Background: an optimization exercise with open tools, aiming at small area and a short achievable clock period. Do not read the settings as production practice.
In this exercise RTL edits were held to simulation tests only and were not proved equivalent to the original.

==> build 75: inputs <==
==> flow/design.v (excerpt) <==
module mult_div_pipe (
    input clk,
    input reset_n,
    input logic op_i,
    input logic [FUNCT7_SIZE-1:0] funct7_i,
    input logic [FUNCT3_SIZE-1:0] funct3_i,
    input logic [WD_SIZE-1:0] op1_data_i,
    input logic [WD_SIZE-1:0] op2_data_i,
    input logic [INSTR_REG_SIZE-1:0] rd_i,
    input logic ctrl_reg_write_i,
    output logic [INSTR_REG_SIZE-1:0] rd_m0_o,
    output logic [INSTR_REG_SIZE-1:0] rd_m1_o,
    output logic [INSTR_REG_SIZE-1:0] rd_m2_o,
    output logic [INSTR_REG_SIZE-1:0] rd_m3_o,
    output logic [WD_SIZE-1:0] bypass_ml_data_o,
    output logic bypass_ctrl_reg_write_ml_o,
    output logic [INSTR_REG_SIZE-1:0] rd_o,
    output logic ctrl_reg_write_o,
    output logic valid_result_o,
    output logic [WD_SIZE-1:0] result_o
);
localparam integer K1 = 13;    
localparam integer K2 = 22;    
logic v0, w0;
logic [4:0] rd0;
logic [2:0] f0;
logic [31:0] a0, b0;
always_ff @(posedge clk) begin
    a0 <= op1_data_i;
    b0 <= op2_data_i;
    f0 <= funct3_i;
    if (!reset_n) begin
        v0 <= 1'b0;
        w0 <= 1'b0;
        rd0 <= 5'b0;
    end else begin
        v0 <= op_i && (funct7_i == F7_MULDIV) && ctrl_reg_write_i;
        w0 <= ctrl_reg_write_i;
        rd0 <= ctrl_reg_write_i ? rd_i : 5'b0;
    end
end
logic sa0, sb0, na0, nb0;
  ...
clock: 115.0 ns
lec_check: 0
abc_area: 1
cap_margin: 20
core_margin: 2
core_utilization: 55
slew_margin: 20
standard.sh (not shown) runs the stock make flow with config.mk's settings and CLKGATE_MAP_FILE= SYNTH_SCRIPT=/design/flow/synth_recipe.tcl, a recipe that flattens the netlist after the stock synthesis.
==> flow/flow/run.sh <==
#!/bin/bash
# The standard layout, with repair_timing asked to leave a setup margin so
# that it shortens the register-to-register paths below the clock period.
# The clock period, the I/O delays and every other constraint are unchanged.
set -euo pipefail
export SETUP_SLACK_MARGIN=89
bash standard.sh > standard_flow.log 2>&1
==> trial 60: changes against build 75 <==
--- a/flow/design.v
+++ b/flow/design.v
@@ -163,12 +163,42 @@
                 assign a[(l+1)*32+j] = a[l*32+j];
             end
         end
     end
     assign y = n ? (~x ^ ({32{c}} & a[5*32 +: 32])) : x;
 endmodule
+module sk_add #(
+    parameter integer W = 8
+) (
+    input  logic [W-1:0] x,
+    input  logic [W-1:0] y,
+    input  logic ci,
+    output logic [W-1:0] s,
+    output logic co
+);
+    localparam integer N = W + 1;            
+    localparam integer L = (N <= 2) ? 1 : (N <= 4) ? 2 : (N <= 8) ? 3 : (N <= 16) ? 4 :
+                           (N <= 32) ? 5 : (N <= 64) ? 6 : 7;
+    logic [(L+1)*N-1:0] g, p;                
+    assign g[N-1:0] = {x & y, ci};
+    assign p[N-1:0] = {x ^ y, 1'b0};
+    for (genvar l = 0; l < L; l++) begin : lv
+        for (genvar j = 0; j < N; j++) begin : b
+            if (((j >> l) & 1) == 1) begin : c
+                localparam integer K = ((j >> l) << l) - 1;
+                assign g[(l+1)*N+j] = g[l*N+j] | (p[l*N+j] & g[l*N+K]);
+                assign p[(l+1)*N+j] = p[l*N+j] & p[l*N+K];
+            end else begin : n
+                assign g[(l+1)*N+j] = g[l*N+j];
+                assign p[(l+1)*N+j] = p[l*N+j];
+            end
+        end
+    end
+    assign s = p[W:1] ^ g[L*N +: W];
+    assign co = g[L*N+W];
+endmodule
 module booth_small (
     input  logic [32:0] x,
     input  logic [13:0] y,
     output logic [44:0] p
 );
     logic [14:0] ys;
@@ -529,13 +559,14 @@
     assign sa[42] = t391;
     assign sb[42] = t390;
     assign sa[43] = t393;
     assign sb[43] = t392;
     assign sa[44] = t395;
     assign sb[44] = t394;
-    assign p = sa + sb;
+    logic co;
+    sk_add #(.W(45)) fin (.x (sa), .y (sb), .ci (1'b0), .s (p), .co (co));
 endmodule
 `timescale 1ns/1ps
 import PARAMS_pkg::*;
 module mult_div_pipe (
     input clk,
     input reset_n,
@@ -556,35 +587,35 @@
     output logic ctrl_reg_write_o,
     output logic valid_result_o,
     output logic [WD_SIZE-1:0] result_o
 );
 localparam integer K1 = 13;    
 localparam integer K2 = 22;    
-logic v0, w0;
+logic sa_i, sb_i;
+assign sa_i = funct3_i[2] ? ~funct3_i[0] : (funct3_i[1] ^ funct3_i[0]);
+assign sb_i = funct3_i[2] ? ~funct3_i[0] : (funct3_i[1:0] == 2'b01);
+logic v0, w0, na0, nb0;
 logic [4:0] rd0;
 logic [2:0] f0;
 logic [31:0] a0, b0;
 always_ff @(posedge clk) begin
     a0 <= op1_data_i;
     b0 <= op2_data_i;
     f0 <= funct3_i;
+    na0 <= sa_i & op1_data_i[31];
+    nb0 <= sb_i & op2_data_i[31];
     if (!reset_n) begin
         v0 <= 1'b0;
         w0 <= 1'b0;
         rd0 <= 5'b0;
     end else begin
         v0 <= op_i && (funct7_i == F7_MULDIV) && ctrl_reg_write_i;
         w0 <= ctrl_reg_write_i;
         rd0 <= ctrl_reg_write_i ? rd_i : 5'b0;
     end
 end
-logic sa0, sb0, na0, nb0;
-assign sa0 = f0[2] ? ~f0[0] : (f0[1] ^ f0[0]);
-assign sb0 = f0[2] ? ~f0[0] : (f0[1:0] == 2'b01);
-assign na0 = sa0 & a0[31];
-assign nb0 = sb0 & b0[31];
 logic [31:0] ua0, ub0;
 cond_neg nga (.x (a0), .n (na0), .c (1'b1), .y (ua0));
 cond_neg ngb (.x (b0), .n (nb0), .c (1'b1), .y (ub0));
 logic [31+K1:0] ph;
 booth_small bm (.x ({1'b0, ua0}), .y ({1'b0, ub0[31:32-K1]}), .p (ph));
 logic [K1-1:0] r1_d, q1_d;
==> flow/flow/run.sh (replaced) <==
#!/bin/bash
# The standard layout, with two changes to how it is made:
# - repair_timing is asked to leave a setup margin, so that it shortens the
#   register-to-register paths well below the clock period;
# - the port buffers are buf_4 cells instead of the delay buffers that
#   buffer_ports picks by default.
# The clock period, the I/O delays and every other constraint are unchanged;
# every port still gets its own buffer.
set -euo pipefail
export SETUP_SLACK_MARGIN=90
export BUFFER_PORTS_ARGS="-buffer_cell sky130_fd_sc_hd__buf_4"
bash standard.sh > standard_flow.log 2>&1
--- a/flow/config.mk
+++ b/flow/config.mk
@@ -5,8 +5,9 @@
 export SDC_FILE = /design/flow/constraint.sdc
 export NUM_CORES = 4
 export LEC_CHECK = 0
 export ABC_AREA = 1
 export CAP_MARGIN = 20
 export CORE_MARGIN = 2
-export CORE_UTILIZATION = 55
+export CORE_UTILIZATION = 60
+export GPL_ROUTABILITY_DRIVEN = 0
 export SLEW_MARGIN = 20
==> build 1: changes against build 75 <==
--- a/flow/design.v
+++ b/flow/design.v
@@ -64,28 +64,28 @@
     end else begin : g_rzero
         assign rr[K0] = 32'b0;
     end
     for (genvar k = K0; k < K1; k++) begin : st
         localparam integer W = k + 1;
         logic [W-1:0] x;
-        logic [W:0] diff;
-        logic hnz, q;
+        logic [W-1:0] diff;
+        logic nb, hnz, q;
         if (k == 0) begin : g_x0
             assign x = n_i[31];
         end else begin : g_xn
             assign x = {rr[k][k-1:0], n_i[31-k]};
         end
-        assign diff = {1'b0, x} - {1'b0, d_i[W-1:0]};
+        sk_add #(.W(W)) sub (.x (x), .y (~d_i[W-1:0]), .ci (1'b1), .s (diff), .co (nb));
         if (W < 32) begin : g_hi
             assign hnz = |d_i[31:W];
             assign rr[k+1][31:W] = '0;
         end else begin : g_nohi
             assign hnz = 1'b0;
         end
-        assign q = ~diff[W] & ~hnz;
-        assign rr[k+1][W-1:0] = q ? diff[W-1:0] : x;
+        assign q = nb & ~hnz;
+        assign rr[k+1][W-1:0] = q ? diff : x;
         assign q_o[K1-1-k] = q;
     end
     assign r_o = rr[K1][K1-1:0];
 endmodule
 module md_rows #(
     parameter integer K0 = 12,
@@ -116,16 +116,13 @@
         if (k == 0) begin : g_x0
             assign x = y & div;
         end else begin : g_xn
             assign x = {ff[k][k-1:0], y & div};
         end
         assign o = ~d_i[W-1:0];
-        logic [W+1:0] sum;
-        assign sum = {1'b0, x, div} + {1'b0, o, div};
-        assign s = sum[W:1];
-        assign c = sum[W+1];
+        sk_add #(.W(W)) add (.x (x), .y (o), .ci (div), .s (s), .co (c));
         if (W < 32) begin : g_hi
             assign nhz = div & ~|d_i[31:W];
         end else begin : g_nohi
             assign nhz = div;
         end
         assign sel = (c & nhz) | (~div & y);
@@ -144,24 +141,54 @@
         assign kk[k+1] = c & y;
     end
     assign f_o = ff[K1];
     assign e_o = ee[K1];
     assign k_o = kk[K1];
 endmodule
+module sk_add #(
+    parameter integer W = 8
+) (
+    input  logic [W-1:0] x,
+    input  logic [W-1:0] y,
+    input  logic ci,
+    output logic [W-1:0] s,
+    output logic co
+);
+    localparam integer N = W + 1;            
+    localparam integer L = (N <= 2) ? 1 : (N <= 4) ? 2 : (N <= 8) ? 3 : (N <= 16) ? 4 :
+                           (N <= 32) ? 5 : (N <= 64) ? 6 : 7;
+    logic [(L+1)*N-1:0] g, p;                
+    assign g[N-1:0] = {x & y, ci};
+    assign p[N-1:0] = {x ^ y, 1'b0};
+    for (genvar l = 0; l < L; l++) begin : lv
+        for (genvar j = 0; j < N; j++) begin : b
+            if (((j >> l) & 1) == 1) begin : c
+                localparam integer K = ((j >> l) << l) - 1;
+                assign g[(l+1)*N+j] = g[l*N+j] | (p[l*N+j] & g[l*N+K]);
+                assign p[(l+1)*N+j] = p[l*N+j] & p[l*N+K];
+            end else begin : n
+                assign g[(l+1)*N+j] = g[l*N+j];
+                assign p[(l+1)*N+j] = p[l*N+j];
+            end
+        end
+    end
+    assign s = p[W:1] ^ g[L*N +: W];
+    assign co = g[L*N+W];
+endmodule
 module cond_neg (
     input  logic [31:0] x,
     input  logic n,
     input  logic c,
     output logic [31:0] y
 );
     logic [6*32-1:0] a;        
     assign a[31:0] = {~x[30:0], 1'b1};
     for (genvar l = 0; l < 5; l++) begin : lv
         for (genvar j = 0; j < 32; j++) begin : b
-            if (j >= (1 << l)) begin : c2
-                assign a[(l+1)*32+j] = a[l*32+j] & a[l*32+j-(1<<l)];
+            if (((j >> l) & 1) == 1) begin : c2
+                assign a[(l+1)*32+j] = a[l*32+j] & a[l*32+((j >> l) << l)-1];
             end else begin : c1
                 assign a[(l+1)*32+j] = a[l*32+j];
             end
         end
     end
     assign y = n ? (~x ^ ({32{c}} & a[5*32 +: 32])) : x;
@@ -529,13 +556,14 @@
     assign sa[42] = t391;
     assign sb[42] = t390;
     assign sa[43] = t393;
     assign sb[43] = t392;
     assign sa[44] = t395;
     assign sb[44] = t394;
-    assign p = sa + sb;
+    logic co;
+    sk_add #(.W(45)) fin (.x (sa), .y (sb), .ci (1'b0), .s (p), .co (co));
 endmodule
 `timescale 1ns/1ps
 import PARAMS_pkg::*;
 module mult_div_pipe (
     input clk,
     input reset_n,
@@ -555,13 +583,13 @@
     output logic [INSTR_REG_SIZE-1:0] rd_o,
     output logic ctrl_reg_write_o,
     output logic valid_result_o,
     output logic [WD_SIZE-1:0] result_o
 );
 localparam integer K1 = 13;    
-localparam integer K2 = 22;    
+localparam integer K2 = 21;    
 logic v0, w0;
 logic [4:0] rd0;
 logic [2:0] f0;
 logic [31:0] a0, b0;
 always_ff @(posedge clk) begin
     a0 <= op1_data_i;
@@ -662,13 +690,14 @@
     .div (div2), .f_i ({{(32-K2){1'b0}}, f2}), .b_i ({{K2{1'b0}}, n2}), .d_i (d2),
     .e_i ({e2, {K2{1'b0}}}), .k_i (k2),
     .f_o (f3_d), .qs_o (qs3_d), .uc_o (uc3_d), .e_o (e3_d), .k_o (k3_d)
 );
 logic [31:0] qs3, hi3, ures, res3_d;
 assign qs3 = {qs2, qs3_d};
-assign hi3 = qs3 + {{K1{1'b0}}, uc2, uc3_d} + {31'b0, k3_d};
+logic hco;
+sk_add #(.W(32)) hadd (.x (qs3), .y ({{K1{1'b0}}, uc2, uc3_d}), .ci (k3_d), .s (hi3), .co (hco));
 assign ures = low2 ? f3_d : div2 ? qs3 : hi3;
 logic cin;
 assign cin = neg2 & (div2 | (f3_d == 32'b0));
 cond_neg ngr (.x (ures), .n (neg2), .c (cin), .y (res3_d));
 logic v3, w3, v4, w4;
 logic [4:0] rd3, rd4;
==> flow/flow/run.sh (replaced) <==
#!/bin/bash
# The standard layout, with repair_timing asked to leave a setup margin so
# that it shortens the register-to-register paths below the clock period.
# The clock period, the I/O delays and every other constraint are unchanged.
set -euo pipefail
export SETUP_SLACK_MARGIN=90
bash standard.sh > standard_flow.log 2>&1
==> build 49: changes against build 75 <==
==> flow/flow/run.sh (replaced) <==
#!/bin/bash
# The standard layout, with two changes to how it is made:
# - repair_timing is asked to leave a setup margin, so that it shortens the
#   register-to-register paths well below the clock period;
# - the port buffers are buf_4 cells instead of the delay buffers that
#   buffer_ports picks by default.
# The clock period, the I/O delays and every other constraint are unchanged;
# every port still gets its own buffer.
set -euo pipefail
export SETUP_SLACK_MARGIN=90
export BUFFER_PORTS_ARGS="-buffer_cell sky130_fd_sc_hd__buf_4"
bash standard.sh > standard_flow.log 2>&1
==> results.txt <==
                                                                                             build 49                  build 75                build 1                  trial 60
Detailed-routing wirelength on met1                                                           88.0 mm                   84.5 mm                81.1 mm                   81.3 mm
Unrepaired setup endpoints after global routing                                                 false                     false                  false                      true
Half-perimeter wire length after placement                                                     178 mm                    175 mm                 150 mm                    165 mm
Result of the run                                                    no timing/DRC/antenna violations  no timing/DRC/antenna violations  no timing/DRC/antenna violations  no timing/DRC/antenna violations
Vertical die dimension                                                                         338 µm                    338 µm                 325 µm                    323 µm
Post-detailed-route wirelength per cell                                                       20.7 µm                   20.1 µm                20.9 µm                   19.6 µm
Area of the multi-input gates                                                               50900 µm²                 49500 µm²              49500 µm²                 49300 µm²
Wire length of the first global-routing pass                                                   348 mm                    339 mm                 307 mm                    324 mm
Clock edge transition at the registers on the reported setup and hold paths                   0.07 ns                   0.07 ns                0.07 ns                   0.06 ns
Maximum frequency from static timing analysis                                              0.0413 GHz                0.0405 GHz             0.0407 GHz                0.0414 GHz
Register area share after synthesis                                                             0.122                     0.122                  0.132                     0.123
Cell count along the critical path                                                                167                       157                      1                         1
Number of well taps                                                                              1488                      1488                   1368                      1368
Post-route cell area                                                                        71800 µm²                 69500 µm²              72100 µm²                 68900 µm²
Share of final-layout standard cells stronger than drive strength 1                             0.142                    0.0881                  0.230                     0.113
Mux contribution to synthesized area                                                         0.000346                  0.000346               0.000376                  0.000348
Worst-Skew Late Latency                                                                       0.60 ns                   0.61 ns                0.62 ns                   0.61 ns
Floorplan die area                                                                         114000 µm²                114000 µm²             106000 µm²                104000 µm²
Vias in the first global route                                                                  63000                     62100                  55000                     60100
Cell taking the most area after synthesis                                    sky130_fd_sc_hd__nand2_1  sky130_fd_sc_hd__nand2_1  sky130_fd_sc_hd__fa_1  sky130_fd_sc_hd__nand2_1
Critical path required time                                                                 115.46 ns                 115.50 ns               92.00 ns                  92.00 ns

## port drivers added, routing unchanged
In the flow no input, the clock included, has a driving cell. The finished layouts below were timed again as built, in two steps.
Step 1: set_driving_cell puts a clkbuf_16 on clk and a buf_2 on each other input, an assumption about the parent block.
Step 2 also shifts input and output timing later by t, the mid clock arrival at the registers, as if the neighbouring blocks saw the same clock.
a / b / c = ideal / step 1 / step 2; a / b = the first two.
run	shift t [ns]	slack for setup (ns)	clock arrival spread, ns
build 75	0.669	90.324 / 90.324 / 90.088	0.027 / 0.027
trial 60	0.652	90.872 / 90.803 / 90.859	0.046 / 0.046
build 1	0.667	90.454 / 90.383 / 90.040	0.053 / 0.054
build 49	0.657	90.804 / 90.804 / 90.804	0.029 / 0.029
After both steps every run listed still meets setup and hold. The setup slack of build 1, which loses most, moves by -0.071 ns with the drivers and by -0.414 ns with both steps.
